Context: an optimization exercise on an open-source flow, tuned for small area and a short achievable clock period. The choices shown serve that exercise and are no tape-out recipe.
Where RTL was checked, it was by simulation tests only, not by an equivalence proof against the original.
No functional check of the RTL was part of runs 3 to 6.
Power figures rest on the tool's default switching activity, not on a simulated workload.

[design.v]
`default_nettype none
module sync_fifo
#(
    parameter DATA_WIDTH = 8,
    parameter DATA_DEPTH = 64,
    parameter ADDR_WIDTH = 6
)
(
	input   wire                      clk,
	input   wire                      rst_n,
	input   wire  [DATA_WIDTH-1:0]    wr_data,
	input   wire                      rq,   
	input   wire                      wq,   
	output  reg   [DATA_WIDTH-1:0]    rd_data,
	output  wire                      full,
	output  wire                      empty
);
reg [DATA_WIDTH-1:0] mem [DATA_DEPTH-1:0];
reg [ADDR_WIDTH-1:0] wr_ptr;
reg [7:0]            rd_lo;      
reg [7:0]            rd_hi;      
reg full_r;
reg nempty_r;
assign full  = full_r;
assign empty = ~nempty_r;
wire wr_en = wq & ~full_r;
wire rd_en = rq & nempty_r;
wire [ADDR_WIDTH-1:0] wr_ptr_inc = wr_ptr + 1'b1;
wire [ADDR_WIDTH-1:0] wr_ptr_dec = wr_ptr - 1'b1;
wire one_left = rd_lo[wr_ptr_dec[2:0]] & rd_hi[wr_ptr_dec[5:3]];
wire one_free = rd_lo[wr_ptr_inc[2:0]] & rd_hi[wr_ptr_inc[5:3]] & nempty_r;
always @(posedge clk or negedge rst_n)
begin
	if (!rst_n) begin
		wr_ptr   <= 0;
		full_r   <= 1'b0;
		nempty_r <= 1'b0;
	end else begin
		if (wr_en)
			wr_ptr <= wr_ptr_inc;
		full_r   <= ~rq & (full_r | (wq & one_free));
		nempty_r <= nempty_r ? ~(rq & ~wq & one_left) : wq;
	end
end
wire [7:0] rd_lo_nx;
wire [7:0] rd_hi_nx;
sync_fifo_rdptr u_rdptr (
	.load(~nempty_r), .step(rq), .wr_ptr(wr_ptr),
	.lo(rd_lo), .hi(rd_hi), .lo_nx(rd_lo_nx), .hi_nx(rd_hi_nx)
);
always @(posedge clk)
begin
	rd_lo <= rd_lo_nx;
	rd_hi <= rd_hi_nx;
end
wire [DATA_DEPTH-1:0] rsel_n;
genvar r, b, g;
generate
	for (r = 0; r < DATA_DEPTH; r = r + 1) begin : rs
		sync_fifo_nand2 u_sel (.a(rd_lo[r % 8]), .b(rd_hi[r / 8]), .y(rsel_n[r]));
	end
endgenerate
wire [DATA_WIDTH-1:0] rd_mux;
wire [DATA_WIDTH-1:0] rd_nx;
generate
	for (b = 0; b < DATA_WIDTH; b = b + 1) begin : rm
		wire [31:0] t;
		wire [15:0] u;
		wire [3:0]  v;
		for (g = 0; g < 32; g = g + 1) begin : l1
			sync_fifo_oai22 u_t (.a1(rsel_n[2*g]), .a2(mem[2*g][b]), .b1(rsel_n[2*g+1]), .b2(mem[2*g+1][b]), .y(t[g]));
		end
		for (g = 0; g < 16; g = g + 1) begin : l2
			sync_fifo_nor2 u_u (.a(t[2*g]), .b(t[2*g+1]), .y(u[g]));
		end
		for (g = 0; g < 4; g = g + 1) begin : l3
			sync_fifo_nand4 u_v (.a(u[4*g]), .b(u[4*g+1]), .c(u[4*g+2]), .d(u[4*g+3]), .y(v[g]));
		end
		sync_fifo_nor4 u_w (.a(v[0]), .b(v[1]), .c(v[2]), .d(v[3]), .y(rd_mux[b]));
		sync_fifo_mux2 u_m (.s(rd_en), .a0(rd_data[b]), .a1(rd_mux[b]), .x(rd_nx[b]));
	end
endgenerate
always @(posedge clk or negedge rst_n)
begin
	if (!rst_n)
		rd_data <= 0;
	else
		rd_data <= rd_nx;
end
generate
	for (r = 0; r < DATA_DEPTH; r = r + 1) begin : row
		wire ld   = (wr_ptr == r) & ~full_r;
		wire hold = ~ld;
		wire [DATA_WIDTH-1:0] d;
		for (b = 0; b < DATA_WIDTH; b = b + 1) begin : col
			sync_fifo_ao22 u_ao (.a1(wr_data[b]), .a2(ld), .b1(mem[r][b]), .b2(hold), .x(d[b]));
		end
		always @(posedge clk)
			mem[r] <= d;
	end
endgenerate
endmodule
module sync_fifo_rdptr (
	input  wire       load,
	input  wire       step,
	input  wire [5:0] wr_ptr,
	input  wire [7:0] lo,
	input  wire [7:0] hi,
	output reg  [7:0] lo_nx,
	output reg  [7:0] hi_nx
);
always @(*) begin
	if (load) begin
		lo_nx = 8'd1 << wr_ptr[2:0];
		hi_nx = 8'd1 << wr_ptr[5:3];
	end else if (step) begin
		lo_nx = {lo[6:0], lo[7]};
		hi_nx = lo[7] ? {hi[6:0], hi[7]} : hi;
	end else begin
		lo_nx = lo;
		hi_nx = hi;
	end
end
endmodule
module sync_fifo_ao22 (
	input  wire a1,
	input  wire a2,
	input  wire b1,
	input  wire b2,
	output wire x
);
assign x = (a1 & a2) | (b1 & b2);
endmodule
module sync_fifo_oai22 (
	input  wire a1,
	input  wire a2,
	input  wire b1,
	input  wire b2,
	output wire y
);
assign y = ~((a1 | a2) & (b1 | b2));
endmodule
module sync_fifo_nand4 (
	input  wire a,
	input  wire b,
	input  wire c,
	input  wire d,
	output wire y
);
assign y = ~(a & b & c & d);
endmodule
module sync_fifo_nor2 (
	input  wire a,
	input  wire b,
	output wire y
);
assign y = ~(a | b);
endmodule
module sync_fifo_nand2 (
	input  wire a,
	input  wire b,
	output wire y
);
assign y = ~(a & b);
endmodule
module sync_fifo_nor4 (
	input  wire a,
	input  wire b,
	input  wire c,
	input  wire d,
	output wire y
);
assign y = ~(a | b | c | d);
endmodule
module sync_fifo_mux2 (
	input  wire s,
	input  wire a0,
	input  wire a1,
	output wire x
);
assign x = s ? a1 : a0;
endmodule
`default_nettype wire
[run.sh]
#!/bin/bash
# synth_recipe.tcl (not shown) runs the flow's synth.tcl, then flattens the netlist and writes it again
# the make line also repeats each setting of config.mk as NAME=value (left out here)
make -C /OpenROAD-flow-scripts/flow DESIGN_CONFIG=/design/flow/config.mk WORK_HOME=/design/flow/orfs CLKGATE_MAP_FILE= SYNTH_SCRIPT=/design/flow/synth_recipe.tcl finish
[config.mk]
export PLATFORM = sky130hd
export DESIGN_NAME = sync_fifo
export DESIGN_NICKNAME = sync_fifo
export VERILOG_FILES = /design/flow/design.v
export SDC_FILE = /design/flow/constraint.sdc
export NUM_CORES = 4
export LEC_CHECK = 0
export CAP_MARGIN = 20
export CORE_MARGIN = 2
export CORE_UTILIZATION = 60
export SETUP_SLACK_MARGIN = 2.3
export SLEW_MARGIN = 20
export SYNTH_HIERARCHICAL = 1
[constraint.sdc]
create_clock -name core_clock -period 4.0 [get_ports {clk}]
set_input_delay 0.8000 -clock core_clock [delete_from_list [all_inputs] [get_ports {clk}]]
set_output_delay 0.8000 -clock core_clock [all_outputs]
set_load 0.01 [all_outputs]
==> out/qor.yml, run 1 <==
die_width_um: 186
numCtsBuffers: 52
vias: 18700
routed_wl_mm: 73.2
critPathKind: "reg -> reg"
grt_max_degree: 65
p_total_mw: 24.1
insertion_delay_ns: 0.59
worst-path-buf-inv: 1
synthToLayoutAreaGrowth_pct: 35.3
setup_violations: 0
synth_ff_type: "dfxtp_1"
yosysMostFrequentCell: "dfxtp_1"
drtIter0Drc: 2820
antenna_found_initial: 0
hold_class: "reg -> reg"
grt_pass1_wl_mm: 100
hold_viol: 0
cp.arrival_ns: 2.58
gp_congestion: 0.943
synth_edf_count: 0
vias_per_cell: 7.24
grt_pass1_vias: 16300
cp_top_family: "flip-flops"
yosysWarnings: 10
hold_depth: 1
port_buffers: 21
worst_setup_path_start_kind: "flop"
initial_core_util_pct: 61.0
synth_area_um2: 19900
rsz0062_at_grt: "yes"
stdcell_area_um2: 26900
critPathRequiredTime_ns: 4.51
rows: 66
slew_headroom_pct: 32.3
first_pass_iters: 8
dp_cells: 2292
placed_area_um2: 20800
critical_path.max_fanout: 14
fin_crit_ns: 2.07
fp.dieH_um: 186
tightest_slew_ns: 1.01
synthArstFlopShare_pct: 2.94
layout-drive-gt1-share_pct: 29.7
cts_root_buf: "clkbuf_16"
fillers: 1743
max-vdd-ir-drop_mv: 0.537
worstPathCellList: "nor2_4, buf_12, nand2_1, xor2_1, mux4_2, nor3_2, a211o_1"
die_area_um2: 34600
ys_types: 46
yosysTopAreaCellShare_pct: 53.1
grt.overflow.total: 0
timing.final.crit_share_pct: 51.8
yosys_register_bits: 544
dp_hpwl_mm: 39.1
multiInputGateArea_um2: 10800
setup_tns_ns: 0
syn_nets: 1851
maxCapViolations: 0
outcome: "timing/DRC/antenna clean"
yosysTopAreaCell: "dfxtp_1"
cp_slowest_cell: "dfrtp_4"
cts.htree.levels: 2
reg2reg_depth: 7
clock-sinks: 544
num_io_pins: 22
cts_tree: "built"
cp.depth: 7
r2r_slack_ns: 1.93
fin_util_pct: 82.6
wire_per_inst_um: 28.3
ant_nets: 0
p_leak_nw: 11.3
max_freq_ghz: 0.483
insertedDiodeCount: 0
powerDensity_nw_per_um2: 895
grt_util_all_layers_pct: 38.0
holdWs_ns: 0.474
ys_seq_area_share_pct: 55.1
ys_top_cells_by_area: "dfxtp_1 (53%), a22o_1 (23%), o22ai_1 (8.3%)"
synthTopCellsByCount: "dfxtp_1 (528), a22o_1 (512), o22ai_1 (263)"
num-nets-final: 2118
crit_path_max_incr_delay_ns: 0.54
fin_ws_ns: 1.93
clockBufferDepth: 3
layout.cells.non_filler: 2583
ff_latch_area_um2: 11100
core_um2: 32600
syn-instance-count: 1834
clk_pin_slew_ns: 0.08
avgSynthCellArea_um2: 10.9
drc: 0
crit_path_end_kind: "flop"
place_ws_ns: 1.12
clock_skew_ns: 0.0289
drv_slew: 0
-- cell type report --
| cell class | count | area share, % |
|---|---|---|
| clock buffer | 82 | 5.63 |
| clock inverter | 12 | 0.604 |
| inverter | 67 | 1.75 |
| multi-input combinational | 1225 | 40.2 |
| sequential | 544 | 41.0 |
| tap | 442 | 2.05 |
| timing repair buffer | 210 | 8.75 |
| timing repair inverter | 1 | 0.0186 |
-- modules after synthesis, one instance, submodules excluded --
module / area, µm² / flops+latches / times used / cells
sync_fifo_rdptr: 394 / 0 / 1 / 50
sync_fifo_oai22: 6.26 / 0 / 256 / 1
sync_fifo_nor2: 3.75 / 0 / 128 / 1
sync_fifo: 12300 / 544 / 1 / 776
sync_fifo_ao22: 8.76 / 0 / 512 / 1
sync_fifo_nand4: 6.26 / 0 / 32 / 1
sync_fifo_nand2: 3.75 / 0 / 64 / 1
sync_fifo_mux2: 15.0 / 0 / 8 / 1
sync_fifo_nor4: 12.5 / 0 / 8 / 1
-- logic make-up (layout without fill, tap and decap cells) --
kind of cell,Yosys count,after routing,synth area share (%)
simple gates,355,375,8.36
mux,37,37,2.46
compound gates,795,795,31.4
xor+xnor,13,13,0.648
buf+inv,85,372,1.71
fa+ha+maj,5,5,0.314
flops,544,544,55.1
-- what timing repair did --
item / 4_1_cts / 5_1_grt
hold buffers: 0 / 0
endpoints found under the hold margin: 0 / 0
cloned: 2 / 21
gates resized for setup: 441 / 234
setup buffers: 108 / 66
pin swaps: 75 / 71
setup endpoints to repair: 536 / 522
-- metal layers --
metal | part of all wire (%) | track usage [%] | up-vias
li1 | - | - | 7898
met5 | 0 | 0 | -
met2 | 44 | 55.6 | 1359
met1 | 39 | 53.8 | 9140
met3 | 12 | 7.34 | 292
met4 | 6.2 | 18.8 | 0
-- worst register-to-register path, stage by stage, from the launching register on --
cell	delay, ns
dfrtp_4	0.54
nor2_4	0.18
buf_12	0.23
nand2_1	0.14
xor2_1	0.27
mux4_2	0.36
nor3_2	0.17
a211o_1	0.11
-- power breakdown --
| group | switching, mW | internal [mW] | total, mW |
|---|---|---|---|
| clock | 2.08 | 2.85 | 4.93 |
| sequential | 1.87 | 7.71 | 9.58 |
| combinational | 5.17 | 4.45 | 9.61 |
-- state kept, by name (all words and copies together), names as in the netlist --
name	count
rd_data	8
full_r	1
rd_lo	8
rd_hi	8
mem	512
wr_ptr	6
nempty_r	1
-- cell usage in the layout (no fill, tap or decap), drive strengths merged, types with 4 or more instances in the layout --
| master | instances |
|---|---|
| bufinv | 4 |
| nor4 | 8 |
| buf | 205 |
| dfxtp | 528 |
| xor2 | 5 |
| nand2b | 4 |
| clkinv | 8 |
| mux2i | 20 |
| nand3 | 22 |
| xnor2 | 8 |
| clkbuf | 84 |
| a22o | 512 |
| inv | 63 |
| mux4 | 6 |
| mux2 | 11 |
| nor3 | 5 |
| and2 | 12 |
| dfrtp | 16 |
| o22ai | 263 |
| nand4 | 33 |
| nand2 | 141 |
| and3 | 4 |
| ha | 5 |
| clkinvlp | 5 |
| o21ai | 12 |
| nor2 | 131 |
-- worst paths after layout --
path / from / to
worst max-delay path: wr_ptr[3] / nempty_r
worst min-delay path: mem[33][0] / mem[33][0]
worst max register to register: wr_ptr[3] / nempty_r
worst min register to register: mem[33][0] / mem[33][0]
max in group asynchronous: rst_n / wr_ptr[0]
min in group asynchronous: rst_n / rd_data[3]
==> inputs of run 2 (changes only) <==
--- a/config.mk
+++ b/config.mk
@@ -8,6 +8,6 @@
 export CAP_MARGIN = 20
 export CORE_MARGIN = 2
 export CORE_UTILIZATION = 60
-export SETUP_SLACK_MARGIN = 2.3
+export SETUP_SLACK_MARGIN = 2.0
 export SLEW_MARGIN = 20
 export SYNTH_HIERARCHICAL = 1
==> run 2 against run 1 <==
Net effect: sequential power is 0.8% lower; still clean; power is 14% lower; critical path depth is 1 lower; synthesized cell count stayed put; critical endpoint is now mem[46][7]; routed wire length is 15% lower; sequential cell count stayed put; final area is 14% lower; clock-buffer cell count stayed put; first-iteration DRC count is 30% lower.
==> out/qor.yml, run 2 <==
grt_util_all_layers_pct: 35.7  # was 38.0%
vias: 16600  # was 18.7k
clock-sinks: 544  # unchanged
hold_viol: 0  # unchanged
grt_max_degree: 65  # unchanged
setup_violations: 0  # unchanged
synth_edf_count: 0  # unchanged
wire_per_inst_um: 25.8  # was 28.3 µm
clock_skew_ns: 0.0275  # was 0.0289 ns
routed_wl_mm: 62.4  # was 73.2 mm
insertedDiodeCount: 0  # unchanged
drc: 0  # unchanged
drtIter0Drc: 1971  # was 2820
cts_tree: "built"  # unchanged
grt.overflow.total: 0  # unchanged
cp.arrival_ns: 2.61  # was 2.58 ns
crit_path_end_kind: "flop"  # unchanged
yosysTopAreaCellShare_pct: 53.1  # unchanged
antenna_found_initial: 0  # unchanged
vias_per_cell: 6.86  # was 7.24
grt_pass1_vias: 15700  # was 16.3k
yosysMostFrequentCell: "dfxtp_1"  # unchanged
outcome: "timing/DRC/antenna clean"  # unchanged
worstPathCellList: "inv_1, ha_2, and3_2, nand2_1, inv_2, a22o_1"  # was nor2_4, buf_12, nand2_1, xor2_1, mux4_2, nor3_2, a211o_1
hold_class: "reg -> reg"  # unchanged
synthToLayoutAreaGrowth_pct: 15.8  # was 35.3%
p_leak_nw: 9.77  # was 11.3 nW
max-vdd-ir-drop_mv: 0.556  # was 0.537 mV
syn-instance-count: 1834  # unchanged
layout-drive-gt1-share_pct: 17.3  # was 29.7%
clockBufferDepth: 3  # unchanged
gp_congestion: 0.914  # was 0.943
synthXorXnorAreaFrac_pct: 0.648  # unchanged
r2r_slack_ns: 1.91  # was 1.93 ns
ys_types: 46  # unchanged
cp_top_family: "simple AND/OR/NAND/NOR gates"  # was flip-flops
rows: 66  # unchanged
yosysWarnings: 10  # unchanged
die_width_um: 186  # unchanged
ant_nets: 0  # unchanged
critical_path.max_fanout: 9  # was 14
maxCapViolations: 0  # unchanged
grt_pass1_wl_mm: 94.5  # was 100 mm
wl_met2_mm: 27.3  # was 31.9 mm
insertion_delay_ns: 0.59  # about the same
cts.htree.levels: 2  # unchanged
fin_crit_ns: 2.09  # was 2.07 ns
final_cell_mix: "a22o_1 (512), dfxtp_1 (512), o22ai_1 (263), nor2_1 (129), nand2_1 (62)"  # was a22o_1 (512), dfxtp_1 (512), o22ai_1 (235), buf_4 (103), nor2_1 (102)
synth_ff_type: "dfxtp_1"  # unchanged
yosys.area_share.simple_pct: 8.36  # unchanged
timing.final.crit_share_pct: 52.3  # was 51.8%
max_freq_ghz: 0.478  # was 0.483 GHz
port_buffers: 21  # unchanged
crit_path_max_incr_delay_ns: 0.44  # was 0.54 ns
die_area_um2: 34600  # unchanged
m1WireLength_mm: 26.7  # was 28.2 mm
wl_met3_mm: 6.03  # was 8.53 mm
critPathRequiredTime_ns: 4.51  # about the same
synthTopCellsByCount: "dfxtp_1 (528), a22o_1 (512), o22ai_1 (263)"  # unchanged
ys_top_cells_by_area: "dfxtp_1 (53%), a22o_1 (23%), o22ai_1 (8.3%)"  # unchanged
critPathKind: "reg -> reg"  # unchanged
synth_area_um2: 19900  # unchanged
core_um2: 32600  # unchanged
setup_tns_ns: 0  # unchanged
dp_hpwl_mm: 38.8  # was 39.1 mm
largest-register: "mem"  # unchanged
synth_adder_area_share_pct: 0.314  # unchanged
ys_seq_area_share_pct: 55.1  # unchanged
num_io_pins: 22  # unchanged
cp_slowest_cell: "dfrtp_2"  # was dfrtp_4
largest_reg_flops: 512  # unchanged
drv_slew: 0  # unchanged
tightest_slew_ns: 1.04  # was 1.01 ns
first_pass_iters: 7  # was 8
yosys-mux-area-fraction_pct: 2.46  # unchanged
initial_core_util_pct: 61.0  # unchanged
num-nets-final: 1951  # was 2118
synth_top_family_by_area: "compound AO/OA/AOI/OAI gates"  # unchanged
avgSynthCellArea_um2: 10.9  # unchanged
worst_setup_path_start_kind: "flop"  # unchanged
yosys_register_bits: 544  # unchanged
syn_nets: 1851  # unchanged
holdWs_ns: 0.474  # about the same
top_layer: "met4"  # unchanged
slew_headroom_pct: 30.8  # was 32.3%
fp.dieH_um: 186  # unchanged
synthArstFlopShare_pct: 2.94  # unchanged
numCtsBuffers: 52  # unchanged
cts_root_buf: "clkbuf_16"  # unchanged
synth_compound_area_share_pct: 31.4  # unchanged
yosysTopAreaCell: "dfxtp_1"  # unchanged
powerDensity_nw_per_um2: 905  # was 895 nW/µm²
worst-path-buf-inv: 2  # was 1
rsz0062_at_grt: "yes"  # unchanged
clk_pin_slew_ns: 0.06  # was 0.08 ns
==> run 2: per-module statistics from Yosys (local to each module, per instance), a selection <==
module           cell area (µm²)  cells inside
sync_fifo_mux2              15.0             1
sync_fifo_nor2              3.75             1
sync_fifo_oai22             6.26             1
sync_fifo_nand2             3.75             1
sync_fifo_rdptr              394            50
sync_fifo                  12300           776
sync_fifo_nand4             6.26             1
==> run 2: timing repair <==
action,CTS,global route
resized for setup,125,118
setup endpoints to repair,532,451
cloned,1,0
pin swaps,6,8
hold buffers,0,0
setup buffers,14,9
endpoints found under the hold margin,0,0
==> run 2: report_power, final <==
part           switching (mW)  total (mW)  internal, mW
Clock                    2.09        4.99          2.90
Sequential               1.81        9.50          7.69
Combinational            3.34        6.37          3.03
==> run 2: logic make-up after synthesis <==
family	count (synthesis)
adders and majority gates	5
and+or+nand+nor	355
xor gates and xnor gates	13
buffers and inverters	85
AOI/OAI and AO/OA	795
muxes	37
DFF	544
==> run 2: worst paths after layout <==
| check | start | end | depth (start not counted) |
|---|---|---|---|
| setup / recovery | wr_ptr[0] | mem[46][7] | 6 |
| hold / removal | mem[50][3] | mem[50][3] | 1 |
| setup reg to reg | wr_ptr[0] | mem[46][7] | 6 |
| hold reg to reg | mem[50][3] | mem[50][3] | 1 |
| max in group asynchronous | rst_n | wr_ptr[3] | 1 |
| min in group asynchronous | rst_n | rd_data[5] | 1 |
==> run 2: routing by layer <==
metal | up-vias | GRT usage, %
li1 | 7501 | -
met1 | 8086 | 50.6
met2 | 874 | 54.2
met3 | 151 | 6.80
met4 | 0 | 13.9
met5 | - | 0
==> run 2: area by class of cell <==
type                            instances  area [µm²]
Clock inverter                         16         169
Sequential cell                       544       11000
Inverter                               67         255
Clock buffer                           82        1580
Timing Repair Buffer                   64         554
Fill cell                            2470        9570
Multi-Input combinational cell       1205        8910
Tap cell                              442         553
==> run 2: metrics by stage <==
step | cell area (µm²) | total power, mW | worst slack [ns] | util (%) | instances
after floorplan | 19900 | 12.9 | 2.01 | - | 1834
after global placement | 20700 | 15.0 | 1.27 | 63.5 | 2298
after detailed placement | 20700 | 15.2 | 1.23 | 63.5 | 2298
after CTS | 22700 | 20.4 | 1.94 | 69.7 | 2411
after global routing | 23000 | 21.7 | 1.88 | 70.7 | 2420
final | 23000 | 20.9 | 1.91 | 70.7 | 2420
==> inputs of run 3 (changes only) <==
--- a/design.v
+++ b/design.v
@@ -22,7 +22,7 @@
 reg full_r;
 reg nempty_r;
 assign full  = full_r;
-assign empty = ~nempty_r;
+sync_fifo_inv u_empty (.a(nempty_r), .y(empty));
 wire wr_en = wq & ~full_r;
 wire rd_en = rq & nempty_r;
 wire [ADDR_WIDTH-1:0] wr_ptr_inc = wr_ptr + 1'b1;
@@ -87,16 +87,36 @@
 	else
 		rd_data <= rd_nx;
 end
+wire [DATA_DEPTH-1:0] ld;
+wire [DATA_DEPTH-1:0] hold;
+sync_fifo_wdec u_wdec (.wr_ptr(wr_ptr), .full(full_r), .ld(ld), .hold(hold));
 generate
 	for (r = 0; r < DATA_DEPTH; r = r + 1) begin : row
-		wire ld   = (wr_ptr == r) & ~full_r;
-		wire hold = ~ld;
 		wire [DATA_WIDTH-1:0] d;
 		for (b = 0; b < DATA_WIDTH; b = b + 1) begin : col
-			sync_fifo_ao22 u_ao (.a1(wr_data[b]), .a2(ld), .b1(mem[r][b]), .b2(hold), .x(d[b]));
+			sync_fifo_ao22 u_ao (.a1(wr_data[b]), .a2(ld[r]), .b1(mem[r][b]), .b2(hold[r]), .x(d[b]));
 		end
 		always @(posedge clk)
 			mem[r] <= d;
+	end
+endgenerate
+endmodule
+module sync_fifo_wdec (
+	input  wire [5:0]  wr_ptr,
+	input  wire        full,
+	output wire [63:0] ld,
+	output wire [63:0] hold
+);
+wire [7:0] lo_n, hi_n;    
+genvar i;
+generate
+	for (i = 0; i < 8; i = i + 1) begin : pre
+		assign lo_n[i] = ~(wr_ptr[2:0] == i);
+		assign hi_n[i] = ~((wr_ptr[5:3] == i) & ~full);
+	end
+	for (i = 0; i < 64; i = i + 1) begin : dec
+		sync_fifo_nor2 u_ld (.a(lo_n[i % 8]), .b(hi_n[i / 8]), .y(ld[i]));
+		sync_fifo_inv  u_hd (.a(ld[i]), .y(hold[i]));
 	end
 endgenerate
 endmodule
@@ -156,6 +176,12 @@
 );
 assign y = ~(a | b);
 endmodule
+module sync_fifo_inv (
+	input  wire a,
+	output wire y
+);
+assign y = ~a;
+endmodule
 module sync_fifo_nand2 (
 	input  wire a,
 	input  wire b,
==> run 3 against run 2 <==
Net effect: combinational power rose by 5.7%; critical path depth fell by 4; utilization rose by 3.9 points; final cell count rose by 4.0%; setup slack got worse by 0.010 ns; clock skew fell by 0.0055 ns; sequential share of layout area fell by 2.4 points; global-route usage fell by 0.94 points; die area fell by 0.24%; largest cell class unchanged; largest power group unchanged; highest routed layer unchanged.
==> out/qor.yml, run 3 <==
synth_edf_count: 0  # unchanged
critical_path.max_fanout: 3  # was 9
num-nets-final: 2044  # was 1951
yosys_register_bits: 544  # unchanged
synthXorXnorAreaFrac_pct: 0.662  # was 0.648%
largest_reg_flops: 512  # unchanged
synthArstFlopShare_pct: 2.94  # unchanged
drv_slew: 0  # unchanged
maxCapViolations: 0  # unchanged
p_leak_nw: 9.81  # was 9.77 nW
timing.final.crit_share_pct: 52.5  # was 52.3%
synth_adder_area_share_pct: 0.126  # was 0.314%
ant_nets: 0  # unchanged
ys_top_cells_by_area: "dfxtp_1 (53%), a22o_1 (23%), o22ai_1 (8.3%)"  # unchanged
num_io_pins: 22  # unchanged
synth_ff_type: "dfxtp_1"  # unchanged
ys_types: 48  # was 46
die_area_um2: 34600  # about the same
yosysMostFrequentCell: "dfxtp_1"  # unchanged
grt.overflow.total: 0  # unchanged
critPathRequiredTime_ns: 3.20  # was 4.51 ns
port_buffers: 21  # unchanged
grt_util_all_layers_pct: 34.8  # was 35.7%
clock_skew_ns: 0.0221  # was 0.0275 ns
gp_congestion: 0.946  # was 0.914
fin_crit_ns: 2.10  # was 2.09 ns
synth_compound_area_share_pct: 31.5  # was 31.4%
initial_core_util_pct: 61.0  # about the same
synthToLayoutAreaGrowth_pct: 22.2  # was 15.8%
drc: 0  # unchanged
clockBufferDepth: 3  # unchanged
synth_area_um2: 19900  # about the same
wire_per_inst_um: 24.7  # was 25.8 µm
synthTopCellsByCount: "dfxtp_1 (528), a22o_1 (512), o22ai_1 (263)"  # unchanged
grt_pass1_wl_mm: 92.4  # was 94.5 mm
dp_hpwl_mm: 37.7  # was 38.8 mm
tightest_slew_ns: 1.01  # was 1.04 ns
antenna_found_initial: 0  # unchanged
numCtsBuffers: 55  # was 52
core_um2: 32500  # was 32600 µm²
insertedDiodeCount: 0  # unchanged
routed_wl_mm: 62.1  # was 62.4 mm
grt_pass1_vias: 15600  # was 15.7k
largest-register: "mem"  # unchanged
rsz0062_at_grt: "yes"  # unchanged
cts_root_buf: "clkbuf_16"  # unchanged
vias_per_cell: 6.77  # was 6.86
avgSynthCellArea_um2: 10.9  # about the same
final_cell_mix: "a22o_1 (512), dfxtp_1 (512), o22ai_1 (263), nor2_1 (145), buf_4 (126)"  # was a22o_1 (512), dfxtp_1 (512), o22ai_1 (263), nor2_1 (129), nand2_1 (62)
first_pass_iters: 7  # unchanged
rows: 66  # unchanged
worst_setup_path_start_kind: "flop"  # unchanged
synth_top_family_by_area: "compound AO/OA/AOI/OAI gates"  # unchanged
cts_tree: "built"  # unchanged
yosys.area_share.simple_pct: 8.36  # about the same
fp.dieH_um: 186  # about the same
powerDensity_nw_per_um2: 894  # was 905 nW/µm²
slew_headroom_pct: 32.8  # was 30.8%
max_freq_ghz: 0.476  # was 0.478 GHz
syn_nets: 1829  # was 1851
insertion_delay_ns: 0.59  # about the same
cp.arrival_ns: 1.30  # was 2.61 ns
hold_viol: 0  # unchanged
hold_class: "reg -> reg"  # unchanged
drtIter0Drc: 1752  # was 1971
max-vdd-ir-drop_mv: 0.578  # was 0.556 mV
r2r_slack_ns: 1.92  # was 1.91 ns
yosysWarnings: 10  # unchanged
yosysTopAreaCellShare_pct: 53.2  # was 53.1%
ff_latch_area_um2: 11000  # about the same
critPathKind: "reg -> out"  # was reg -> reg
yosys-mux-area-fraction_pct: 2.46  # about the same
clk_pin_slew_ns: 0.06  # about the same
layout-drive-gt1-share_pct: 19.4  # was 17.3%
crit_path_end_kind: "primary output"  # was flop
setup_tns_ns: 0  # unchanged
layout.cells.non_filler: 2516  # was 2420
clock-sinks: 544  # unchanged
ys_seq_area_share_pct: 55.3  # was 55.1%
syn-instance-count: 1815  # was 1834
multiInputGateArea_um2: 9060  # was 8910 µm²
yosysTopAreaCell: "dfxtp_1"  # unchanged
die_width_um: 186  # about the same
outcome: "timing/DRC/antenna clean"  # unchanged
fillers: 2259  # was 2470
setup_violations: 0  # unchanged
dp_cells: 2301  # was 2298
vias: 17000  # was 16.6k
cts.htree.levels: 2  # unchanged
grt_max_degree: 65  # unchanged
-- run 3: final timing paths --
check                            from    endpoint  cells past startpoint
max                            full_r        full                      2
min                        mem[43][5]  mem[43][5]                      1
max reg2reg                    full_r  mem[38][4]                      6
min reg2reg                mem[43][5]  mem[43][5]                      1
max in group asynchronous       rst_n   wr_ptr[2]                      1
min in group asynchronous       rst_n  rd_data[0]                      1
-- run 3: report_power, final --
part | leakage (nW) | internal [mW] | switching (mW) | total (mW)
clock network | 0.971 | 3.34 | 2.12 | 5.46
registers | 4.53 | 7.71 | 1.79 | 9.50
logic | 4.31 | 3.34 | 3.39 | 6.73
-- run 3: critical path, cell delays in order (launching register included) --
cell and delay [ns]:
dfrtp_2 0.44, buf_4 0.15, buf_6 0.12
-- run 3: per-module statistics from Yosys, one instance, submodules excluded, excerpt --
module,copies in the design,cells,flops+latches,cell area (µm²)
sync_fifo_nor2,192,1,0,3.75
sync_fifo_ao22,512,1,0,8.76
sync_fifo,1,612,544,11600
sync_fifo_wdec,1,16,0,140
sync_fifo_nand2,64,1,0,3.75
sync_fifo_oai22,256,1,0,6.26
sync_fifo_rdptr,1,50,0,394
sync_fifo_nor4,8,1,0,12.5
-- run 3: repair_timing --
| item | 4_1_cts | 5_1_grt |
|---|---|---|
| resized for setup | 170 | 72 |
| setup endpoints to repair | 532 | 416 |
| cloned | 0 | 0 |
| pin swaps | 23 | 31 |
| hold buffers | 0 | 0 |
| buffers inserted | 42 | 72 |
-- run 3: area by class of cell --
class	count	area share, %
Clock buffer	83	6.94
Clock inverter	18	1.11
Inverter	69	1.22
Multi-Input combinational cell	1194	37.3
Sequential cell	544	45.5
Tap cell	442	2.28
Timing Repair Buffer	166	5.60
-- run 3: per-stage QoR --
step / power (mW) / cell area (µm²) / setup WS [ns] / hold slack [ns] / utilization [%]
3_3_place_gp: 14.8 / 20800 / 1.20 / 0.456 / 63.9
6_report: 21.7 / 24300 / 1.90 / 0.474 / 74.5
3_5_place_dp: 15.0 / 20800 / 1.10 / 0.455 / 63.9
5_1_grt: 22.5 / 24300 / 1.88 / 0.479 / 74.5
4_1_cts: 21.0 / 23400 / 1.91 / 0.475 / 72.1
2_1_floorplan: 12.8 / 19900 / 1.92 / 0.443 / -
-- run 3: cell families after synthesis --
logic type | after synthesis
mux | 38
flops | 544
xor+xnor | 12
simple gates | 349
compound gates | 793
buf+inv | 77
fa+ha+maj | 2
-- run 3: layer usage --
metal	track usage [%]	part of all wire [%]
met2	53.1	44
met5	0	0
met1	48.4	43
met4	15.1	4.3
met3	6.10	9.2
==> inputs of run 4 (changes only) <==
==> flow/run.sh (new file) <==
#!/bin/bash
# Layout flow: the standard ORFS flow, with the port buffers made of
# sky130_fd_sc_hd__buf_4 cells instead of the default choice.
# All tool output goes to logs in this folder (standard.log, orfs/logs/).
set -euo pipefail
bash standard.sh "BUFFER_PORTS_ARGS=-buffer_cell sky130_fd_sc_hd__buf_4" finish > standard.log 2>&1
==> standard.sh (new file) <==
#!/bin/bash
# synth_recipe.tcl (not shown) runs the flow's synth.tcl, then flattens the netlist and writes it again
# the make line also repeats each setting of config.mk as NAME=value (left out here)
make -C /OpenROAD-flow-scripts/flow DESIGN_CONFIG=/design/flow/config.mk WORK_HOME=/design/flow/orfs CLKGATE_MAP_FILE= SYNTH_SCRIPT=/design/flow/synth_recipe.tcl "${@:-finish}"
removed: run.sh
==> run 4 against run 3 <==
Net effect: utilization down 0.30 points; final cell count fell by 0.91%; clock skew shrank 0.0082 ns; clock-buffer cell count fell by 6; synthesized area did not move; critical endpoint unchanged.
==> out/qor.yml, run 4 <==
outcome: "timing/DRC/antenna clean"  # unchanged
yosysTopAreaCell: "dfxtp_1"  # unchanged
syn_nets: 1829  # unchanged
tightest_slew_ns: 1.09  # was 1.01 ns
crit_path_end_kind: "primary output"  # unchanged
powerDensity_nw_per_um2: 900  # was 894 nW/µm²
max_freq_ghz: 0.479  # was 0.476 GHz
ant_nets: 0  # unchanged
fp.dieH_um: 186  # unchanged
gp_congestion: 0.878  # was 0.946
critical_path.max_fanout: 4  # was 3
synthArstFlopShare_pct: 2.94  # unchanged
die_area_um2: 34600  # unchanged
ys_seq_area_share_pct: 55.3  # unchanged
synthTopCellsByCount: "dfxtp_1 (528), a22o_1 (512), o22ai_1 (263)"  # unchanged
clk_pin_slew_ns: 0.06  # about the same
insertion_delay_ns: 0.60  # was 0.59 ns
fin_crit_ns: 2.09  # was 2.10 ns
reg2reg_depth: 7  # was 6
rows: 66  # unchanged
die_width_um: 186  # unchanged
wire_per_inst_um: 25.1  # was 24.7 µm
setup_tns_ns: 0  # unchanged
cts_root_buf: "clkbuf_16"  # unchanged
r2r_end: "mem[2][3]"  # was mem[38][4]
vias: 17200  # was 17.0k
holdWs_ns: 0.0632  # was 0.474 ns
largest-register: "mem"  # unchanged
r2r_slack_ns: 1.96  # was 1.92 ns
yosysWarnings: 10  # unchanged
routed_wl_mm: 62.7  # was 62.1 mm
setup_violations: 0  # unchanged
worst_setup_path_start_kind: "flop"  # unchanged
antenna_found_initial: 0  # unchanged
clockBufferDepth: 3  # unchanged
layout-drive-gt1-share_pct: 20.3  # was 19.4%
clock-sinks: 544  # unchanged
ys_types: 48  # unchanged
yosysTopAreaCellShare_pct: 53.2  # unchanged
vias_per_cell: 6.90  # was 6.77
grt_pass1_vias: 15500  # was 15.6k
syn-instance-count: 1815  # unchanged
avgSynthCellArea_um2: 10.9  # unchanged
fin_ws_ns: 1.91  # was 1.90 ns
critPathKind: "reg -> out"  # unchanged
num_io_pins: 22  # unchanged
maxCapViolations: 0  # unchanged
synth_edf_count: 0  # unchanged
critPathRequiredTime_ns: 3.20  # about the same
place_ws_ns: 1.11  # was 1.10 ns
cts_tree: "built"  # unchanged
synth_ff_type: "dfxtp_1"  # unchanged
drtIter0Drc: 2304  # was 1752
largest_reg_flops: 512  # unchanged
num-nets-final: 2021  # was 2044
timing.rr.start: "full_r"  # unchanged
first_pass_iters: 6  # was 7
final_cell_mix: "a22o_1 (512), dfxtp_1 (512), o22ai_1 (262), nor2_1 (137), buf_4 (125)"  # was a22o_1 (512), dfxtp_1 (512), o22ai_1 (263), nor2_1 (145), buf_4 (126)
synthToLayoutAreaGrowth_pct: 21.7  # was 22.2%
clock_skew_ns: 0.0139  # was 0.0221 ns
p_leak_nw: 9.79  # was 9.81 nW
max-vdd-ir-drop_mv: 0.542  # was 0.578 mV
port_buffers: 21  # unchanged
grt_max_degree: 65  # unchanged
ff_latch_area_um2: 11000  # about the same
core_um2: 32500  # unchanged
cp.arrival_ns: 1.29  # was 1.30 ns
fillers: 2295  # was 2259
cts_hold_buffers: 0  # unchanged
timing.final.crit_share_pct: 52.1  # was 52.5%
grt_pass1_wl_mm: 92.7  # was 92.4 mm
drv_slew: 0  # unchanged
grt_util_all_layers_pct: 35.4  # was 34.8%
drc: 0  # unchanged
slew_headroom_pct: 27.5  # was 32.8%
dp_hpwl_mm: 36.2  # was 37.7 mm
ys_top_cells_by_area: "dfxtp_1 (53%), a22o_1 (23%), o22ai_1 (8.3%)"  # unchanged
rsz0062_at_grt: "yes"  # unchanged
insertedDiodeCount: 0  # unchanged
cts.htree.levels: 2  # unchanged
yosys_register_bits: 544  # unchanged
hold_class: "in -> async"  # was reg -> reg
multiInputGateArea_um2: 9230  # was 9060 µm²
synth_area_um2: 19900  # unchanged
initial_core_util_pct: 61.0  # unchanged
numCtsBuffers: 54  # was 55
hold_viol: 0  # unchanged
grt.overflow.total: 0  # unchanged
yosysMostFrequentCell: "dfxtp_1"  # unchanged
## run 4: area by class of cell
| type | instances | share of cell area (%) |
|---|---|---|
| Multi-Input combinational cell | 1194 | 38.2 |
| Inverter | 69 | 1.13 |
| Tap cell | 442 | 2.29 |
| Clock inverter | 23 | 1.05 |
| Sequential cell | 544 | 45.7 |
| Timing Repair Buffer | 144 | 5.00 |
| Clock buffer | 77 | 6.67 |
## run 4: metal layers
| metal | share of wire (%) | vias up | global-route usage [%] |
|---|---|---|---|
| li1 | - | 7665 | - |
| met1 | 43 | 8364 | 51.5 |
| met5 | 0 | - | 0 |
| met3 | 9.8 | 174 | 5.01 |
| met4 | 4.2 | 0 | 17.0 |
| met2 | 43 | 1010 | 51.7 |
## run 4: how the worst max path moves through the flow
stage / endpoint / startpoint / cells after the start
2_1_floorplan: mem[7][0] / wr_ptr[3] / 4
3_3_place_gp: mem[9][1] / wr_ptr[3] / 4
3_5_place_dp: mem[9][6] / wr_ptr[3] / 4
4_1_cts: mem[1][7] / full_r / 6
5_1_grt: nempty_r / wr_ptr[0] / 8
6_report: full / full_r / 2
## run 4: through the flow
| stage | total power [mW] | cell area, µm² | utilization, % | instances |
|---|---|---|---|---|
| final | 21.7 | 24200 | 74.2 | 2493 |
| after global placement | 14.9 | 20600 | 63.2 | 2278 |
| after CTS | 21.1 | 23400 | 71.8 | 2424 |
| after detailed placement | 15.1 | 20600 | 63.2 | 2278 |
| after floorplan | 12.8 | 19900 | - | 1815 |
| after global routing | 22.5 | 24200 | 74.2 | 2493 |
## run 4: logic make-up (layout without fill, tap and decap cells)
logic type | after synthesis | after routing | share of synthesized area (%)
DFF | 544 | 544 | 55.3
and+or+nand+nor | 349 | 349 | 8.36
muxes | 38 | 38 | 2.46
adders and majority gates | 2 | 2 | 0.126
AOI/OAI and AO/OA | 793 | 793 | 31.5
buffers and inverters | 77 | 313 | 1.66
xor gates and xnor gates | 12 | 12 | 0.662
## run 4: critical path, stage by stage (launching register included)
cell and delay (ns):
dfrtp_2 0.45, buf_6 0.13, buf_6 0.11
## run 4: Yosys stat by module, one instance, submodules excluded, excerpt
module           times used  cell area [µm²]  flops+latches
sync_fifo_nand4          32             6.26              0
sync_fifo_nor4            8             12.5              0
sync_fifo_inv            65             3.75              0
sync_fifo_wdec            1              140              0
sync_fifo_nor2          192             3.75              0
sync_fifo_nand2          64             3.75              0
sync_fifo_rdptr           1              394              0
sync_fifo_ao22          512             8.76              0
sync_fifo_mux2            8             15.0              0
## run 4: report_power, final
part	total [mW]	internal, mW	leakage, nW	switching, mW
logic	6.89	3.39	4.33	3.51
clock network	5.23	3.12	0.924	2.11
registers	9.61	7.71	4.53	1.90
## run 4: repair_timing
item | 4_1_cts | 5_1_grt
gates resized for setup | 167 | 80
buffers inserted | 46 | 69
endpoints found under the setup margin | 524 | 404
cloned | 0 | 0
pin swaps | 34 | 30
==> inputs of run 5 (changes only) <==
--- a/design.v
+++ b/design.v
@@ -16,36 +16,60 @@
 	output  wire                      empty
 );
 reg [DATA_WIDTH-1:0] mem [DATA_DEPTH-1:0];
-reg [ADDR_WIDTH-1:0] wr_ptr;
+reg [7:0]            wr_lo;      
+reg [7:0]            wr_hi;      
 reg [7:0]            rd_lo;      
 reg [7:0]            rd_hi;      
-reg full_r;
-reg nempty_r;
-assign full  = full_r;
-sync_fifo_inv u_empty (.a(nempty_r), .y(empty));
+reg full_r;                      
+reg nempty_r;                    
+reg full_o;                      
+reg nempty_o;                    
+assign full = full_o;
+sync_fifo_inv u_empty (.a(nempty_o), .y(empty));
 wire wr_en = wq & ~full_r;
 wire rd_en = rq & nempty_r;
-wire [ADDR_WIDTH-1:0] wr_ptr_inc = wr_ptr + 1'b1;
-wire [ADDR_WIDTH-1:0] wr_ptr_dec = wr_ptr - 1'b1;
-wire one_left = rd_lo[wr_ptr_dec[2:0]] & rd_hi[wr_ptr_dec[5:3]];
-wire one_free = rd_lo[wr_ptr_inc[2:0]] & rd_hi[wr_ptr_inc[5:3]] & nempty_r;
+wire [7:0] wr_hi_dec = wr_lo[0] ? {wr_hi[0], wr_hi[7:1]} : wr_hi;
+wire [7:0] wr_hi_inc = wr_lo[7] ? {wr_hi[6:0], wr_hi[7]} : wr_hi;
+wire one_left = (|(rd_lo & {wr_lo[0], wr_lo[7:1]})) & (|(rd_hi & wr_hi_dec));
+wire one_free = (|(rd_lo & {wr_lo[6:0], wr_lo[7]})) & (|(rd_hi & wr_hi_inc)) & nempty_r;
 always @(posedge clk or negedge rst_n)
 begin
 	if (!rst_n) begin
-		wr_ptr   <= 0;
+		wr_lo <= 8'd1;
+		wr_hi <= 8'd1;
+	end else if (wr_en) begin
+		wr_lo <= {wr_lo[6:0], wr_lo[7]};
+		if (wr_lo[7])
+			wr_hi <= {wr_hi[6:0], wr_hi[7]};
+	end
+end
+wire full_nx, nempty_nx, full_o_nx, nempty_o_nx;
+sync_fifo_flags u_flags (
+	.rq(rq), .wq(wq), .full(full_r), .nempty(nempty_r), .one_left(one_left), .one_free(one_free),
+	.full_nx(full_nx), .nempty_nx(nempty_nx)
+);
+sync_fifo_flags u_flags_o (
+	.rq(rq), .wq(wq), .full(full_r), .nempty(nempty_r), .one_left(one_left), .one_free(one_free),
+	.full_nx(full_o_nx), .nempty_nx(nempty_o_nx)
+);
+always @(posedge clk or negedge rst_n)
+begin
+	if (!rst_n) begin
 		full_r   <= 1'b0;
 		nempty_r <= 1'b0;
+		full_o   <= 1'b0;
+		nempty_o <= 1'b0;
 	end else begin
-		if (wr_en)
-			wr_ptr <= wr_ptr_inc;
-		full_r   <= ~rq & (full_r | (wq & one_free));
-		nempty_r <= nempty_r ? ~(rq & ~wq & one_left) : wq;
+		full_r   <= full_nx;
+		nempty_r <= nempty_nx;
+		full_o   <= full_o_nx;
+		nempty_o <= nempty_o_nx;
 	end
 end
 wire [7:0] rd_lo_nx;
 wire [7:0] rd_hi_nx;
 sync_fifo_rdptr u_rdptr (
-	.load(~nempty_r), .step(rq), .wr_ptr(wr_ptr),
+	.load(~nempty_r), .step(rq), .wr_lo(wr_lo), .wr_hi(wr_hi),
 	.lo(rd_lo), .hi(rd_hi), .lo_nx(rd_lo_nx), .hi_nx(rd_hi_nx)
 );
 always @(posedge clk)
@@ -89,7 +113,7 @@
 end
 wire [DATA_DEPTH-1:0] ld;
 wire [DATA_DEPTH-1:0] hold;
-sync_fifo_wdec u_wdec (.wr_ptr(wr_ptr), .full(full_r), .ld(ld), .hold(hold));
+sync_fifo_wdec u_wdec (.wr_lo(wr_lo), .wr_hi(wr_hi), .full(full_r), .ld(ld), .hold(hold));
 generate
 	for (r = 0; r < DATA_DEPTH; r = r + 1) begin : row
 		wire [DATA_WIDTH-1:0] d;
@@ -101,8 +125,22 @@
 	end
 endgenerate
 endmodule
+module sync_fifo_flags (
+	input  wire rq,
+	input  wire wq,
+	input  wire full,
+	input  wire nempty,
+	input  wire one_left,
+	input  wire one_free,
+	output wire full_nx,
+	output wire nempty_nx
+);
+assign full_nx   = ~rq & (full | (wq & one_free));
+assign nempty_nx = nempty ? ~(rq & ~wq & one_left) : wq;
+endmodule
 module sync_fifo_wdec (
-	input  wire [5:0]  wr_ptr,
+	input  wire [7:0]  wr_lo,
+	input  wire [7:0]  wr_hi,
 	input  wire        full,
 	output wire [63:0] ld,
 	output wire [63:0] hold
@@ -111,8 +149,8 @@
 genvar i;
 generate
 	for (i = 0; i < 8; i = i + 1) begin : pre
-		assign lo_n[i] = ~(wr_ptr[2:0] == i);
-		assign hi_n[i] = ~((wr_ptr[5:3] == i) & ~full);
+		assign lo_n[i] = ~wr_lo[i];
+		assign hi_n[i] = ~(wr_hi[i] & ~full);
 	end
 	for (i = 0; i < 64; i = i + 1) begin : dec
 		sync_fifo_nor2 u_ld (.a(lo_n[i % 8]), .b(hi_n[i / 8]), .y(ld[i]));
@@ -123,7 +161,8 @@
 module sync_fifo_rdptr (
 	input  wire       load,
 	input  wire       step,
-	input  wire [5:0] wr_ptr,
+	input  wire [7:0] wr_lo,
+	input  wire [7:0] wr_hi,
 	input  wire [7:0] lo,
 	input  wire [7:0] hi,
 	output reg  [7:0] lo_nx,
@@ -131,8 +170,8 @@
 );
 always @(*) begin
 	if (load) begin
-		lo_nx = 8'd1 << wr_ptr[2:0];
-		hi_nx = 8'd1 << wr_ptr[5:3];
+		lo_nx = wr_lo;
+		hi_nx = wr_hi;
 	end else if (step) begin
 		lo_nx = {lo[6:0], lo[7]};
 		hi_nx = lo[7] ? {hi[6:0], hi[7]} : hi;
==> run.sh (new file) <==
#!/bin/bash
# synth_recipe.tcl (not shown) runs the flow's synth.tcl, then flattens the netlist and writes it again
# the make line also repeats each setting of config.mk as NAME=value (left out here)
make -C /OpenROAD-flow-scripts/flow DESIGN_CONFIG=/design/flow/config.mk WORK_HOME=/design/flow/orfs CLKGATE_MAP_FILE= SYNTH_SCRIPT=/design/flow/synth_recipe.tcl finish
removed: flow/run.sh
removed: standard.sh
==> run 5 against run 4 <==
Net effect: die area rose by 1.1%; maximum frequency rose by 1.0%; clock skew increased by 0.011 ns; critical path depth grew 2; final cell count decreased by 2.8%; worst hold slack improved by 0.41 ns; routed wire length rose by 1.5%; clock-buffer cell count increased by 8; utilization down 3.2 points; combinational power shrank 65%; critical endpoint is now mem[27][2].
==> out/qor.yml, run 5 <==
routed_wl_mm: 63.6  # was 62.7 mm
clock-sinks: 556  # was 544
first_pass_iters: 6  # unchanged
clk_pin_slew_ns: 0.06  # about the same
die_area_um2: 34900  # was 34600 µm²
layout-drive-gt1-share_pct: 14.8  # was 20.3%
fillers: 2454  # was 2295
syn_nets: 1854  # was 1829
ff_latch_area_um2: 11300  # was 11000 µm²
grt.overflow.total: 0  # unchanged
numCtsBuffers: 55  # was 54
initial_core_util_pct: 61.4  # was 61.0%
tightest_slew_ns: 1.10  # was 1.09 ns
num-nets-final: 1948  # was 2021
clockBufferDepth: 3  # unchanged
avgSynthCellArea_um2: 10.9  # about the same
die_width_um: 187  # was 186 µm
drv_slew: 0  # unchanged
fin_crit_ns: 2.06  # was 2.09 ns
grt_pass1_wl_mm: 96.6  # was 92.7 mm
crit_path_end_kind: "flop"  # was primary output
setup_tns_ns: 0  # unchanged
syn-instance-count: 1842  # was 1815
cts_hold_buffers: 0  # unchanged
cp.depth: 4  # was 2
hold_depth: 1
setup_violations: 0  # unchanged
grt_util_all_layers_pct: 35.5  # was 35.4%
port_buffers: 21  # unchanged
rsz0062_at_grt: "yes"  # unchanged
antenna_found_initial: 0  # unchanged
critPathKind: "reg -> reg"  # was reg -> out
yosysTopAreaCell: "dfxtp_1"  # unchanged
vias_per_cell: 6.97  # was 6.90
insertedDiodeCount: 0  # unchanged
synthArstFlopShare_pct: 5.04  # was 2.94%
hold_class: "reg -> reg"  # was in -> async
slew_headroom_pct: 26.7  # was 27.5%
ys_types: 37  # was 48
grt_pass1_vias: 15800  # was 15.5k
cp_top_family: "buffers and inverters"  # was flip-flops
cp.arrival_ns: 2.55  # was 1.29 ns
timing.final.crit_share_pct: 51.6  # was 52.1%
largest_reg_flops: 512  # unchanged
fp.dieH_um: 187  # was 186 µm
clock_skew_ns: 0.0251  # was 0.0139 ns
cp_slowest_cell: "inv_1"  # was dfrtp_2
reg2reg_depth: 4  # was 7
yosysWarnings: 10  # unchanged
max_freq_ghz: 0.484  # was 0.479 GHz
layout_commonest_cell: "dfxtp_1"
ys_seq_area_share_pct: 56.2  # was 55.3%
insertion_delay_ns: 0.62  # was 0.60 ns
holdWs_ns: 0.471  # was 0.0632 ns
critical_path.max_fanout: 9  # was 4
cts_tree: "built"  # unchanged
powerDensity_nw_per_um2: 589  # was 900 nW/µm²
synth_area_um2: 20100  # was 19900 µm²
hold_viol: 0  # unchanged
ant_nets: 0  # unchanged
synth_ff_type: "dfxtp_1"  # unchanged
crit_top_cell: "inv_1"  # was buf_6
yosysMostFrequentCell: "dfxtp_1"  # unchanged
final_cell_mix: "dfxtp_1 (514), a22o_1 (513), o22ai_1 (256), nor2_1 (129), nand2_1 (70)"  # was a22o_1 (512), dfxtp_1 (512), o22ai_1 (262), nor2_1 (137), buf_4 (125)
vias: 16900  # was 17.2k
worstPathCellList: "inv_1, nor2_2, inv_1, a22o_1"  # was buf_6, buf_6
synthToLayoutAreaGrowth_pct: 15.8  # was 21.7%
cts.htree.levels: 2  # unchanged
synthTopCellsByCount: "dfxtp_1 (528), a22o_1 (513), o22ai_1 (256)"  # was dfxtp_1 (528), a22o_1 (512), o22ai_1 (263)
core_um2: 32700  # was 32500 µm²
gp_congestion: 0.942  # was 0.878
worst-path-buf-inv: 2  # unchanged
ys_top_cells_by_area: "dfxtp_1 (53%), a22o_1 (22%), o22ai_1 (8.0%)"  # was dfxtp_1 (53%), a22o_1 (23%), o22ai_1 (8.3%)
worst_setup_path_start_kind: "flop"  # unchanged
drc: 0  # unchanged
cts_root_buf: "clkbuf_16"  # unchanged
wire_per_inst_um: 26.3  # was 25.1 µm
rows: 66  # unchanged
outcome: "timing/DRC/antenna clean"  # unchanged
dp_hpwl_mm: 39.5  # was 36.2 mm
p_leak_nw: 8.76  # was 9.79 nW
yosys_register_bits: 556  # was 544
yosysTopAreaCellShare_pct: 52.7  # was 53.2%
multiInputGateArea_um2: 8830  # was 9230 µm²
largest-register: "mem"  # unchanged
crit_path_max_incr_delay_ns: 0.52  # was 0.45 ns
grt_max_degree: 65  # unchanged
drtIter0Drc: 2029  # was 2304
maxCapViolations: 0  # unchanged
num_io_pins: 22  # unchanged
synth_edf_count: 0  # unchanged
critPathRequiredTime_ns: 4.48  # was 3.20 ns
max-vdd-ir-drop_mv: 0.458  # was 0.542 mV
-- run 5: cell types whose count changed after synthesis, moves of 5 or more --
cell,before,now
xor2_1,5,0
mux2_2,2,19
nand2_1,69,87
a22oi_1,1,9
nand2b_1,4,17
inv_1,69,74
nand3b_1,7,0
o211ai_2,0,8
mux2i_1,23,9
o22ai_1,263,256
nand4bb_1,5,0
dfrtp_1,16,26
xnor2_1,5,0
-- run 5: worst reg2reg max path, delay by kind of cell (launching register included) --
family,cells,cell delay [ns]
flops,1,0.45
simple gates,1,0.52
compound gates,1,0.23
buf+inv,2,0.76
-- run 5: layer usage --
metal / global-route usage [%] / wire [µm] / vias to the layer above
met4: 16.7 / 3010 / 0
met2: 54.1 / 27800 / 1013
li1: - / - / 7505
met1: 49.6 / 26800 / 8189
met3: 5.76 / 6010 / 180
met5: 0 / 0 / -
-- run 5: what timing repair did --
| action | in CTS | in global routing |
|---|---|---|
| gates cloned | 0 | 0 |
| buffers inserted | 7 | 5 |
| gates resized for setup | 118 | 66 |
| endpoints found under the setup margin | 513 | 405 |
| pin swaps | 0 | 1 |
-- run 5: worst paths after layout --
path,to,slack [ns],from
min reg2reg,mem[46][7],0.47,mem[46][7]
max reg2reg,mem[27][2],1.94,wr_lo[3]
min,mem[46][7],0.47,mem[46][7]
min in group asynchronous,rd_data[1],0.60,rst_n
max in group asynchronous,wr_hi[0],3.06,rst_n
max,mem[27][2],1.94,wr_lo[3]
-- run 5: through the flow --
step / power (mW) / std cells / area [µm²] / utilization, % / worst slack (ns)
2_1_floorplan: 7.18 / 1842 / 20100 / - / 2.38
3_3_place_gp: 8.35 / 2309 / 20900 / 63.8 / 1.48
3_5_place_dp: 8.38 / 2309 / 20900 / 63.8 / 1.48
4_1_cts: 13.6 / 2417 / 22900 / 70.1 / 1.85
5_1_grt: 14.0 / 2422 / 23200 / 71.1 / 1.90
6_report: 13.7 / 2422 / 23200 / 71.1 / 1.94
-- run 5: final cells by class --
type	count	share of cell area (%)
Clock buffer	85	7.27
Tap cell	442	2.38
Sequential cell	556	48.6
Timing Repair Buffer	48	1.69
Multi-Input combinational cell	1201	38.0
Clock inverter	16	0.748
Inverter	74	1.28
-- run 5: modules after synthesis (local to each module, per instance), excerpt --
module           area, µm²  cells  flip-flops and latches  times used
sync_fifo_nand2       3.75      1                       0          64
sync_fifo_nor4        12.5      1                       0           8
sync_fifo_wdec        80.1     16                       0           1
sync_fifo_mux2        15.0      1                       0           8
sync_fifo_flags       20.0      4                       0           2
sync_fifo_ao22        8.76      1                       0         512
-- run 5: power breakdown --
group	leakage, nW	switching, mW	internal, mW
Clock	0.930	2.16	3.09
Sequential	4.63	0.363	5.65
Combinational	3.20	1.66	0.754
-- run 5: cells by family after synthesis --
group	after synthesis	synth area share (%)
muxes	36	2.11
AOI/OAI and AO/OA	810	32.0
and+or+nand+nor	355	7.94
DFF	556	56.2
buffers and inverters	85	1.75
==> inputs of run 6 (changes only) <==
--- a/config.mk
+++ b/config.mk
@@ -8,6 +8,9 @@
 export CAP_MARGIN = 20
 export CORE_MARGIN = 2
 export CORE_UTILIZATION = 60
+export CTS_BUF_LIST = sky130_fd_sc_hd__clkbuf_8
+export CTS_CLUSTER_DIAMETER = 60
+export CTS_CLUSTER_SIZE = 20
 export SETUP_SLACK_MARGIN = 2.0
 export SLEW_MARGIN = 20
 export SYNTH_HIERARCHICAL = 1
==> run 6 against run 5 <==
Net effect: utilization down 3.2 points; first-iteration DRC count down 1.8%; final area down 4.5%; critical path depth unchanged; critical path type unchanged; power down 17%.
==> out/qor.yml, run 6 <==
max-vdd-ir-drop_mv: 0.338  # was 0.458 mV
synth_ff_type: "dfxtp_1"  # unchanged
crit_top_cell: "inv_1"  # unchanged
core_um2: 32700  # unchanged
cts_root_buf: "clkbuf_8"  # was clkbuf_16
fp.dieH_um: 187  # unchanged
synth_edf_count: 0  # unchanged
ys_top_cells_by_area: "dfxtp_1 (53%), a22o_1 (22%), o22ai_1 (8.0%)"  # unchanged
hold_depth: 1  # unchanged
insertion_delay_ns: 0.62  # about the same
rows: 66  # unchanged
clock_skew_ns: 0.0425  # was 0.0251 ns
grt_pass1_wl_mm: 94.5  # was 96.6 mm
grt_max_degree: 65  # unchanged
syn-instance-count: 1842  # unchanged
largest_reg_flops: 512  # unchanged
cp.depth: 4  # unchanged
drc: 0  # unchanged
hold_class: "reg -> reg"  # unchanged
die_area_um2: 34900  # unchanged
synth_area_um2: 20100  # unchanged
worstPathCellList: "inv_1, nor2_2, inv_1, a22o_1"  # unchanged
gp_congestion: 0.942  # unchanged
yosysTopAreaCellShare_pct: 52.7  # unchanged
p_total_mw: 11.3  # was 13.7 mW
routed_wl_mm: 62.5  # was 63.6 mm
clock-sinks: 556  # unchanged
fillers: 2580  # was 2454
rsz0062_at_grt: "yes"  # unchanged
largest-register: "mem"  # unchanged
critPathKind: "reg -> reg"  # unchanged
first_pass_iters: 6  # unchanged
wire_per_inst_um: 26.2  # was 26.3 µm
yosysMostFrequentCell: "dfxtp_1"  # unchanged
antenna_found_initial: 0  # unchanged
synthTopCellsByCount: "dfxtp_1 (528), a22o_1 (513), o22ai_1 (256)"  # unchanged
num-nets-final: 1938  # was 1948
setup_violations: 0  # unchanged
cts_tree: "built"  # unchanged
yosysWarnings: 10  # unchanged
vias: 16600  # was 16.9k
grt_util_all_layers_pct: 34.5  # was 35.5%
drtIter0Drc: 1992  # was 2029
num_io_pins: 22  # unchanged
timing.final.crit_share_pct: 51.0  # was 51.6%
layout_commonest_cell: "dfxtp_1"  # unchanged
cp_top_family: "buffers and inverters"  # unchanged
setup_tns_ns: 0  # unchanged
crit_path_max_incr_delay_ns: 0.49  # was 0.52 ns
layout-drive-gt1-share_pct: 14.0  # was 14.8%
final_cell_mix: "dfxtp_1 (514), a22o_1 (513), o22ai_1 (256), nor2_1 (128), inv_1 (71)"  # was dfxtp_1 (514), a22o_1 (513), o22ai_1 (256), nor2_1 (129), nand2_1 (70)
syn_nets: 1854  # unchanged
max_freq_ghz: 0.491  # was 0.484 GHz
insertedDiodeCount: 0  # unchanged
hold_viol: 0  # unchanged
ant_nets: 0  # unchanged
ys_types: 37  # unchanged
tightest_slew_ns: 1.06  # was 1.10 ns
crit_path_end_kind: "flop"  # unchanged
r2r_slack_ns: 1.96  # was 1.94 ns
die_width_um: 187  # unchanged
outcome: "timing/DRC/antenna clean"  # unchanged
cts.htree.levels: 2  # unchanged
reg2reg_depth: 4  # unchanged
ys_seq_area_share_pct: 56.2  # unchanged
yosys_register_bits: 556  # unchanged
maxCapViolations: 0  # unchanged
initial_core_util_pct: 61.4  # unchanged
cp.arrival_ns: 2.53  # was 2.55 ns
clockBufferDepth: 3  # unchanged
synthToLayoutAreaGrowth_pct: 10.6  # was 15.8%
p_leak_nw: 8.28  # was 8.76 nW
grt_pass1_vias: 15500  # was 15.8k
powerDensity_nw_per_um2: 510  # was 589 nW/µm²
grt.overflow.total: 0  # unchanged
clk_pin_slew_ns: 0.12  # was 0.06 ns
vias_per_cell: 6.96  # was 6.97
synthArstFlopShare_pct: 5.04  # unchanged
critPathRequiredTime_ns: 4.49  # was 4.48 ns
worst_setup_path_start_kind: "flop"  # unchanged
drv_slew: 0  # unchanged
fin_crit_ns: 2.04  # was 2.06 ns
critical_path.max_fanout: 9  # unchanged
slew_headroom_pct: 29.2  # was 26.7%
worst-path-buf-inv: 2  # unchanged
avgSynthCellArea_um2: 10.9  # unchanged
yosysTopAreaCell: "dfxtp_1"  # unchanged
numCtsBuffers: 37  # was 55
port_buffers: 21  # unchanged
dp_hpwl_mm: 39.5  # unchanged
cp_slowest_cell: "nor2_2"  # was inv_1
cts_hold_buffers: 0  # unchanged
[run 6: cells by family (layout without fill, tap and decap cells)]
group,Yosys count,after routing,share of synthesized area [%]
DFF,556,556,56.2
AOI/OAI and AO/OA,810,810,32.0
buffers and inverters,85,188,1.75
and+or+nand+nor,355,355,7.94
muxes,36,36,2.11
[run 6: timing repair]
item / CTS / global route
endpoints found under the setup margin: 524 / 474
pin swaps: 0 / 3
resized for setup: 109 / 84
buffers inserted: 8 / 12
[run 6: worst reg2reg max path, stage by stage, from the launching register on]
cell     delay, ns
dfrtp_1       0.47
inv_1         0.48
nor2_2        0.50
inv_1         0.24
a22o_1        0.24
[run 6: final timing paths]
kind / startpoint / endpoint
max: wr_lo[3] / mem[43][3]
min: mem[46][7] / mem[46][7]
max reg2reg: wr_lo[3] / mem[43][3]
min reg2reg: mem[46][7] / mem[46][7]
max in group asynchronous: rst_n / wr_lo[0]
min in group asynchronous: rst_n / wr_hi[7]
[run 6: through the flow]
step / instance area (µm²) / cells / worst slack (ns) / utilization [%] / hold WS, ns
2_1_floorplan: 20100 / 1842 / 2.38 / - / 0.443
3_3_place_gp: 20900 / 2309 / 1.48 / 63.8 / 0.455
3_5_place_dp: 20900 / 2309 / 1.48 / 63.8 / 0.457
4_1_cts: 21700 / 2375 / 1.84 / 66.5 / 0.487
5_1_grt: 22200 / 2387 / 1.86 / 67.9 / 0.497
6_report: 22200 / 2387 / 1.96 / 67.9 / 0.486
[run 6: final cells by class]
class	instances	area, µm²	share of cell area (%)
Tap cell	442	553	2.49
Clock buffer	39	537	2.42
Multi-Input combinational cell	1201	8830	39.8
Clock inverter	19	171	0.772
Sequential cell	556	11300	50.9
Inverter	74	304	1.37
Timing Repair Buffer	56	495	2.23
[run 6: Yosys stat by module (local to each module, per instance), excerpt]
module,cell area (µm²),flops+latches
sync_fifo_inv,3.75,0
sync_fifo_wdec,80.1,0
sync_fifo_nand2,3.75,0
sync_fifo_nand4,6.26,0
sync_fifo_mux2,15.0,0
sync_fifo_ao22,8.76,0
sync_fifo_rdptr,468,0
sync_fifo_oai22,6.26,0
sync_fifo_flags,20.0,0
sync_fifo,11800,556
[run 6: metal layers]
metal	up-vias	GRT usage (%)	part of all wire [%]
li1	7455	-	-
met1	8024	48.2	42
met2	969	53.1	45
met3	160	5.65	9.5
met4	0	15.3	4.2
met5	-	0	0
[run 6: power breakdown]
part	switching [mW]	internal [mW]	total, mW
combinational	1.65	0.760	2.41
clock	1.82	1.07	2.89
sequential	0.363	5.65	6.01

separate check: timing with driven ports:
No port has a modelled driver above. Below, the same layouts with a new extraction and two added sets of constraints.
Step 1 assumes that a clkbuf_16 drives the clock port and a buf_2 every other input.
Step 2 also shifts input and output timing later by t, the mid clock arrival at the registers, as if the neighbouring blocks saw the same clock.
Three values: ideal, step 1, step 2; two values: the first two.
| run | t (ns) | slack for setup (ns) | clock arrival spread, ns | worst slew at a driven data input, ns | cell pins on the clock port's net |
|---|---|---|---|---|---|
| run 1 | 0.625 | 1.930 / 1.929 / 1.658 | 0.030 / 0.030 | 0.03 | 1 |
| run 2 | 0.634 | 1.909 / 1.886 / 1.418 | 0.028 / 0.028 | 0.03 | 1 |
| run 3 | 0.631 | 1.899 / 1.849 / 1.430 | 0.025 / 0.025 | 0.06 | 1 |
| run 4 | 0.649 | 1.914 / 1.857 / 1.823 | 0.020 / 0.020 | 0.07 | 1 |
| run 5 | 0.653 | 1.936 / 1.936 / 1.434 | 0.025 / 0.025 | 0.03 | 1 |
| run 6 | 0.644 | 1.961 / 1.949 / 1.430 | 0.043 / 0.042 | 0.04 | 1 |
After both steps every run listed still meets setup and hold. The setup slack of run 6, which loses most, moves by -0.012 ns with the drivers and by -0.531 ns with both steps.
